What follows belongs to an exercise in optimizing a design on an open flow for small area, a short achievable clock period and few clock cycles; a production flow would make more cautious choices. Only simulation tests tie the RTL to the original design; equivalence was not proved.

// top
module top(
input         clk_i,
input         reset_i,
input  [31:0] irdata_i,
output        ird_o,
output [31:0] iaddr_o,
output [31:0] daddr_o,
output [31:0] dwdata_o,
input  [31:0] drdata_i,
output  [1:0] dsize_o,
output  [3:0] dbe_w,
output        drd_o,
output        dwr_o
);
reg  [29:0] pc_r;
reg         ird_r;
assign iaddr_o = { pc_r, 2'b00 };
assign ird_o   = ird_r;
wire [31:0] ins = irdata_i;
wire  [4:0] opc = ins[6:2];
wire  [2:0] f3  = ins[14:12];
wire  [4:0] rs1 = ins[19:15];
wire  [4:0] rs2 = ins[24:20];
wire op_lui    = (opc == 5'b01101);
wire op_auipc  = (opc == 5'b00101);
wire op_jal    = (opc == 5'b11011);
wire op_jalr   = (opc == 5'b11001);
wire op_branch = (opc == 5'b11000);
wire op_load   = (opc == 5'b00000);
wire op_store  = (opc == 5'b01000);
wire op_imm    = (opc == 5'b00100);
wire op_reg    = (opc == 5'b01100);
wire op_alu    = op_imm | (op_reg & !ins[25]);
wire [31:0] imm_i = { {20{ins[31]}}, ins[31:20] };
wire [31:0] imm_s = { {20{ins[31]}}, ins[31:25], ins[11:7] };
wire [31:0] imm_b = { {20{ins[31]}}, ins[7], ins[30:25], ins[11:8], 1'b0 };
wire [31:0] imm_u = { ins[31:12], 12'h0 };
wire [31:0] imm_j = { {12{ins[31]}}, ins[19:12], ins[20], ins[30:21], 1'b0 };
wire [31:0] dec_imm = (op_lui | op_auipc) ? imm_u :
                      op_store            ? imm_s :
                      op_branch           ? imm_b :
                      op_jal              ? imm_j : imm_i;
wire dec_writes = op_lui | op_auipc | op_jal | op_jalr | op_load | op_imm | op_reg;
wire  [4:0] dec_rd = dec_writes ? ins[11:7] : 5'd0;
wire dec_br_next  = op_branch & (imm_b == 32'd4);
wire dec_jal_next = op_jal & (imm_j == 32'd4);
reg         e_v;
reg  [31:0] e_a, e_b;           
reg         e_fwd1, e_fwd2;     
reg   [4:0] e_rd;
reg  [31:0] e_imm;
reg  [29:0] e_pc;
reg   [2:0] e_f3;
reg         e_useimm;           
reg         e_sub;              
reg         e_md;               
reg         e_lui;
reg         e_jal, e_jalr, e_branch, e_load, e_store;
reg         e_r_sum, e_r_shl, e_r_shr, e_r_lt, e_r_ltu, e_r_xor, e_r_or, e_r_and, e_r_pc4, e_r_pcimm;
reg         e_sra;
reg   [4:0] m_rd;
reg  [31:0] m_res;
reg  [31:0] m_wdata;
reg   [3:0] m_be;
reg   [1:0] m_size;
reg         m_lsigned;
reg         m_load, m_store;
  ...
Size: about 1400 flip-flops, roughly 88000 µm² of cells after synthesis.
==> flow/config.mk <==
export PLATFORM = sky130hd
export DESIGN_NAME = top
export DESIGN_NICKNAME = top
export VERILOG_FILES = /design/flow/design.v
export SDC_FILE = /design/flow/constraint.sdc
export NUM_CORES = 4
export LEC_CHECK = 0
export CAP_MARGIN = 20
export CORE_MARGIN = 2
export CORE_UTILIZATION = 40
export CTS_BUF_LIST = sky130_fd_sc_hd__clkbuf_8
export SLEW_MARGIN = 20
==> flow/constraint.sdc <==
create_clock -name core_clock -period 16.5 [get_ports {clk_i}]
set_input_delay 3.3000 -clock core_clock [delete_from_list [all_inputs] [get_ports {clk_i}]]
set_output_delay 3.3000 -clock core_clock [all_outputs]
set_load 0.01 [all_outputs]
standard.sh (not shown) runs the stock make flow with config.mk's settings and CLKGATE_MAP_FILE= SYNTH_SCRIPT=/design/flow/synth_recipe.tcl, a recipe that flattens the netlist after the stock synthesis.
==> flow/flow/run.sh <==
#!/bin/bash
set -euo pipefail
bash standard.sh SETUP_SLACK_MARGIN=11 "BUFFER_PORTS_ARGS=-buffer_cell sky130_fd_sc_hd__buf_4" finish > flow_make.log 2>&1
Testbench counts at the start, summed over its fixed seeds: cycles 14,740.
Next try:
--- a/flow/design.v
+++ b/flow/design.v
@@ -265,33 +265,37 @@
 wire [31:0] imm_b = { {20{ins[31]}}, ins[7], ins[30:25], ins[11:8], 1'b0 };
 wire [31:0] imm_u = { ins[31:12], 12'h0 };
 wire [31:0] imm_j = { {12{ins[31]}}, ins[19:12], ins[20], ins[30:21], 1'b0 };
 wire [31:0] dec_imm = (op_lui | op_auipc) ? imm_u :
                       op_store            ? imm_s :
                       op_branch           ? imm_b :
                       op_jal              ? imm_j : imm_i;
 wire dec_writes = op_lui | op_auipc | op_jal | op_jalr | op_load | op_imm | op_reg;
 wire  [4:0] dec_rd = dec_writes ? ins[11:7] : 5'd0;
 wire dec_br_next  = op_branch & (imm_b == 32'd4);
-wire dec_jal_next = op_jal & (imm_j == 32'd4);
+wire        f_pred   = op_jal | (op_branch & ins[31]);
+wire [29:0] f_target;
+wire        f_target_c;
+ks_add #(.W(30), .L(5)) f_add (.a(pc_r), .b(ins[3] ? imm_j[31:2] : imm_b[31:2]), .cin(1'b0), .s(f_target), .cout(f_target_c));
 reg         e_v;
 reg  [31:0] e_a, e_b;           
 reg         e_fwd1, e_fwd2;     
 reg   [4:0] e_rd;
 reg  [31:0] e_imm;
 reg  [29:0] e_pc;
 reg   [2:0] e_f3;
 reg         e_useimm;           
 reg         e_sub;              
 reg         e_md;               
 reg         e_lui;
-reg         e_jal, e_jalr, e_branch, e_load, e_store;
+reg         e_jalr, e_branch, e_load, e_store;
+reg         e_pred;             
 reg         e_r_sum, e_r_shl, e_r_shr, e_r_lt, e_r_ltu, e_r_xor, e_r_or, e_r_and, e_r_pc4, e_r_pcimm;
 reg         e_sra;
 reg   [4:0] m_rd;
 reg  [31:0] m_res;
 reg  [31:0] m_wdata;
 reg   [3:0] m_be;
 reg   [1:0] m_size;
 reg         m_lsigned;
 reg         m_load, m_store;
 wire [31:0] rf_rd1, rf_rd2;
@@ -332,73 +336,72 @@
 wire        md_accept = e_v & e_md & !md_busy;
 muldiv muldiv_i (
 	.clk_i(clk_i), .reset_i(reset_i),
 	.accept(md_accept), .f3_i(e_f3), .rd_i(e_rd),
 	.a(opa), .b(rs2v),
 	.busy(md_busy), .done(md_done), .rd(md_rd), .res(md_res)
 );
 wire exec = e_v & !e_md & !md_busy;
 wire advance = !e_v | (!md_busy & !e_md) | md_done;
 wire br_cond = e_f3[2] ? (e_f3[1] ? br_ltu : br_lt) : br_eq;
-wire taken   = exec & (e_jal | e_jalr | (e_branch & (br_cond ^ e_f3[0])));
-wire [29:0] target = e_jalr ? sum[31:2] : pc_imm[31:2];
+wire taken   = exec & (e_jalr | (e_branch & (br_cond ^ e_f3[0] ^ e_pred)));
+wire [29:0] target = e_jalr ? sum[31:2] : (e_pred ? pc_4[31:2] : pc_imm[31:2]);
 wire [31:0] ex_res = ({32{e_r_sum}}   & sum)
                    | ({32{e_r_shl}}   & shl)
                    | ({32{e_r_shr}}   & shr)
                    | ({32{e_r_lt}}    & { 31'h0, lt })
                    | ({32{e_r_ltu}}   & { 31'h0, ltu })
                    | ({32{e_r_xor}}   & (opa ^ opb))
                    | ({32{e_r_or}}    & (opa | opb))
                    | ({32{e_r_and}}   & (opa & opb))
                    | ({32{e_r_pc4}}   & pc_4)
                    | ({32{e_r_pcimm}} & pc_imm);
 wire [1:0] ex_size = e_f3[1:0];
 wire [31:0] st_data = (ex_size == 2'd0) ? {4{rs2v[7:0]}} :
                       (ex_size == 2'd1) ? {2{rs2v[15:0]}} : rs2v;
 wire [3:0] st_be = (ex_size == 2'd0) ? (4'b0001 << sum[1:0]) :
                    (ex_size == 2'd1) ? (sum[1] ? 4'b1100 : 4'b0011) : 4'b1111;
 wire [4:0] rd_to_m = md_done ? md_rd : (exec ? e_rd : 5'd0);
-wire [4:0] rd_fwd  = md_busy ? md_rd : (exec ? e_rd : 5'd0);
 always @(posedge clk_i or posedge reset_i) begin
 	if (reset_i) begin
 		pc_r    <= 30'h0;
 		ird_r   <= 1'b0;
 		e_v     <= 1'b0;
 		m_rd    <= 5'd0;
 		m_load  <= 1'b0;
 		m_store <= 1'b0;
 	end else begin
 		ird_r <= 1'b1;
 		if (taken)
 			pc_r <= target;
 		else if (advance)
-			pc_r <= pc_r + 30'd1;
+			pc_r <= f_pred ? f_target : pc_r + 30'd1;
 		e_v     <= !taken;
 		m_rd    <= rd_to_m;
 		m_load  <= exec & e_load;
 		m_store <= exec & e_store;
 	end
 end
 always @(posedge clk_i) begin
 	e_a      <= f_a;
 	e_b      <= f_b;
-	e_fwd1   <= (rd_fwd != 5'd0) && (rs1 == rd_fwd);
-	e_fwd2   <= (rd_fwd != 5'd0) && (rs2 == rd_fwd);
+	e_fwd1   <= (rd_to_m != 5'd0) && (rs1 == rd_to_m);
+	e_fwd2   <= (rd_to_m != 5'd0) && (rs2 == rd_to_m);
 	e_rd     <= dec_rd;
 	e_imm    <= dec_imm;
 	e_pc     <= pc_r;
 	e_f3     <= f3;
 	e_useimm <= op_imm | op_load | op_store | op_jalr;
 	e_sub    <= (op_reg & !ins[25] & f3 == 3'b000 & ins[30]) | (op_alu & f3[2:1] == 2'b01);
 	e_md     <= op_reg & ins[25];
 	e_lui    <= op_lui;
-	e_jal    <= op_jal & !dec_jal_next;
+	e_pred   <= f_pred;
 	e_jalr   <= op_jalr;
 	e_branch <= op_branch & !dec_br_next;
 	e_load   <= op_load;
 	e_store  <= op_store;
 	e_sra    <= ins[30];
 	e_r_sum  <= op_load | op_store | (op_alu & f3 == 3'b000);
 	e_r_shl  <= op_alu & f3 == 3'b001;
 	e_r_lt   <= op_alu & f3 == 3'b010;
 	e_r_ltu  <= op_alu & f3 == 3'b011;
 	e_r_xor  <= op_alu & f3 == 3'b100;
What happened: The changed run completed with no timing, DRC or antenna violations; maximum frequency falls by 2.4%; cell count rises by about 3.4%; global-route usage falls by 0.32 points; routed wire length rises by 1.8%; setup slack degrades by 140 ps; non-clock buffer count falls by 32; count of clock-buffer cells in the layout falls by 1; via count rises by about 3.4%.
Testbench counts after the change, summed over its fixed seeds: cycles 14,475.

========
Setup of before:
top, a different RTL version from the one above (not shown whole).
Size in the first run: ~8400 cells after synthesis, ~1400 flip-flops, roughly 170 I/O pins, ~87000 um^2 of cells after synthesis.
Settings: LEC_CHECK=0, CAP_MARGIN=20, CORE_MARGIN=2, CORE_UTILIZATION=40, CTS_BUF_LIST=sky130_fd_sc_hd__clkbuf_8, SLEW_MARGIN=20; clock period 16.5 ns.
==> flow/flow/run.sh <==
#!/bin/bash
set -euo pipefail
bash standard.sh SETUP_SLACK_MARGIN=11 finish > flow_make.log 2>&1
Testbench counts of before, summed over its fixed seeds: cycles 14,281.
Modified inputs, after compared to before
-- flow/design.v --
<<< before, line 284
wire  [4:0] dec_rd = dec_writes ? ins[11:7] : 5'd0;
wire dec_br_next  = op_branch & (imm_b == 32'd4);
wire dec_jal_next = op_jal & (imm_j == 32'd4);
reg         e_v;
reg  [31:0] e_a, e_b;           
>>> after, line 284
wire  [4:0] dec_rd = dec_writes ? ins[11:7] : 5'd0;
wire dec_br_next  = op_branch & (imm_b == 32'd4);
wire        f_pred   = op_jal | (op_branch & ins[31]);
wire [29:0] f_target;
wire        f_target_c;
ks_add #(.W(30), .L(5)) f_add (.a(pc_r), .b(ins[3] ? imm_j[31:2] : imm_b[31:2]), .cin(1'b0), .s(f_target), .cout(f_target_c));
reg         e_v;
reg  [31:0] e_a, e_b;           
<<< before, line 296
reg         e_md;               
reg         e_lui;
reg         e_jal, e_jalr, e_branch, e_load, e_store;
reg         e_r_sum, e_r_shl, e_r_shr, e_r_lt, e_r_ltu, e_r_xor, e_r_or, e_r_and, e_r_pc4, e_r_pcimm;
reg         e_sra;
>>> after, line 299
reg         e_md;               
reg         e_lui;
reg         e_jalr, e_branch, e_load, e_store;
reg         e_pred;             
reg         e_r_sum, e_r_shl, e_r_shr, e_r_lt, e_r_ltu, e_r_xor, e_r_or, e_r_and, e_r_pc4, e_r_pcimm;
reg         e_sra;
<<< before, line 351
wire advance = !e_v | (!md_busy & !e_md) | md_done;
wire br_cond = e_f3[2] ? (e_f3[1] ? br_ltu : br_lt) : br_eq;
wire taken   = exec & (e_jal | e_jalr | (e_branch & (br_cond ^ e_f3[0])));
wire [29:0] target = e_jalr ? sum[31:2] : pc_imm[31:2];
wire [31:0] ex_res = ({32{e_r_sum}}   & sum)
                   | ({32{e_r_shl}}   & shl)
>>> after, line 355
wire advance = !e_v | (!md_busy & !e_md) | md_done;
wire br_cond = e_f3[2] ? (e_f3[1] ? br_ltu : br_lt) : br_eq;
wire taken   = exec & (e_jalr | (e_branch & (br_cond ^ e_f3[0] ^ e_pred)));
wire [29:0] target = e_jalr ? sum[31:2] : (e_pred ? pc_4[31:2] : pc_imm[31:2]);
wire [31:0] ex_res = ({32{e_r_sum}}   & sum)
                   | ({32{e_r_shl}}   & shl)
<<< before, line 382
			pc_r <= target;
		else if (advance)
			pc_r <= pc_r + 30'd1;
		e_v     <= !taken;
		m_rd    <= rd_to_m;
>>> after, line 386
			pc_r <= target;
		else if (advance)
			pc_r <= f_pred ? f_target : pc_r + 30'd1;
		e_v     <= !taken;
		m_rd    <= rd_to_m;
<<< before, line 402
	e_md     <= op_reg & ins[25];
	e_lui    <= op_lui;
	e_jal    <= op_jal & !dec_jal_next;
	e_jalr   <= op_jalr;
	e_branch <= op_branch & !dec_br_next;
>>> after, line 406
	e_md     <= op_reg & ins[25];
	e_lui    <= op_lui;
	e_pred   <= f_pred;
	e_jalr   <= op_jalr;
	e_branch <= op_branch & !dec_br_next;
Notes after the runs:
after finished every step from synthesis to the final layout, and the layout passed the timing, DRC and antenna checks. after vs before: largest fanout on the critical path up. Looking only at wire length per cell, and setting everything else aside, the lower value of before and after goes to after. Between before and after, data arrival time at the worst-slack endpoint is lower for before, after comes in above that. Where clock period minus worst slack is concerned, before is better than after. Where worst hold slack is concerned, before is better than after. On after: multi-input combinational area share is 0.75 points higher than what before gave. Summary: setup slack of the critical path after layout, after worse than before. Overall via count from detail_route: before and after compared, lower one is before. On area of the core region, the higher figure sits with after, not before. Min share of the cycle needed by the critical path after routing across before and after: before. As of after, area after synthesis had risen slightly compared to before.
Testbench counts of after, summed over its fixed seeds: cycles 14,016.

==> afterwards: timing with drivers on the ports <==
How much do the figures lean on ideal ports? The routed layouts below were timed once more, with nothing changed but the port constraints.
Step 1 sets driving cells, clkbuf_16 on the clock port and buf_2 on the other inputs (assumed; they add their load-dependent delay and slew).
Step 2 also shifts input and output timing later by t, the mid clock arrival at the registers, as if the neighbouring blocks saw the same clock.
Slacks: ideal ports / drivers / drivers and shift; pairs: ideal ports / drivers.
run	shift t [ns]	setup WS [ns]	worst setup path after step 2
the first run of note 1	1.087	10.755 / 10.755 / 9.749	input to register
the second run of note 1	1.065	10.615 / 10.673 / 9.609	input to register
before	1.074	10.560 / 10.560 / 9.818	input to register
after	1.084	10.388 / 10.388 / 9.575	input to register
After both steps every run listed still meets setup and hold.
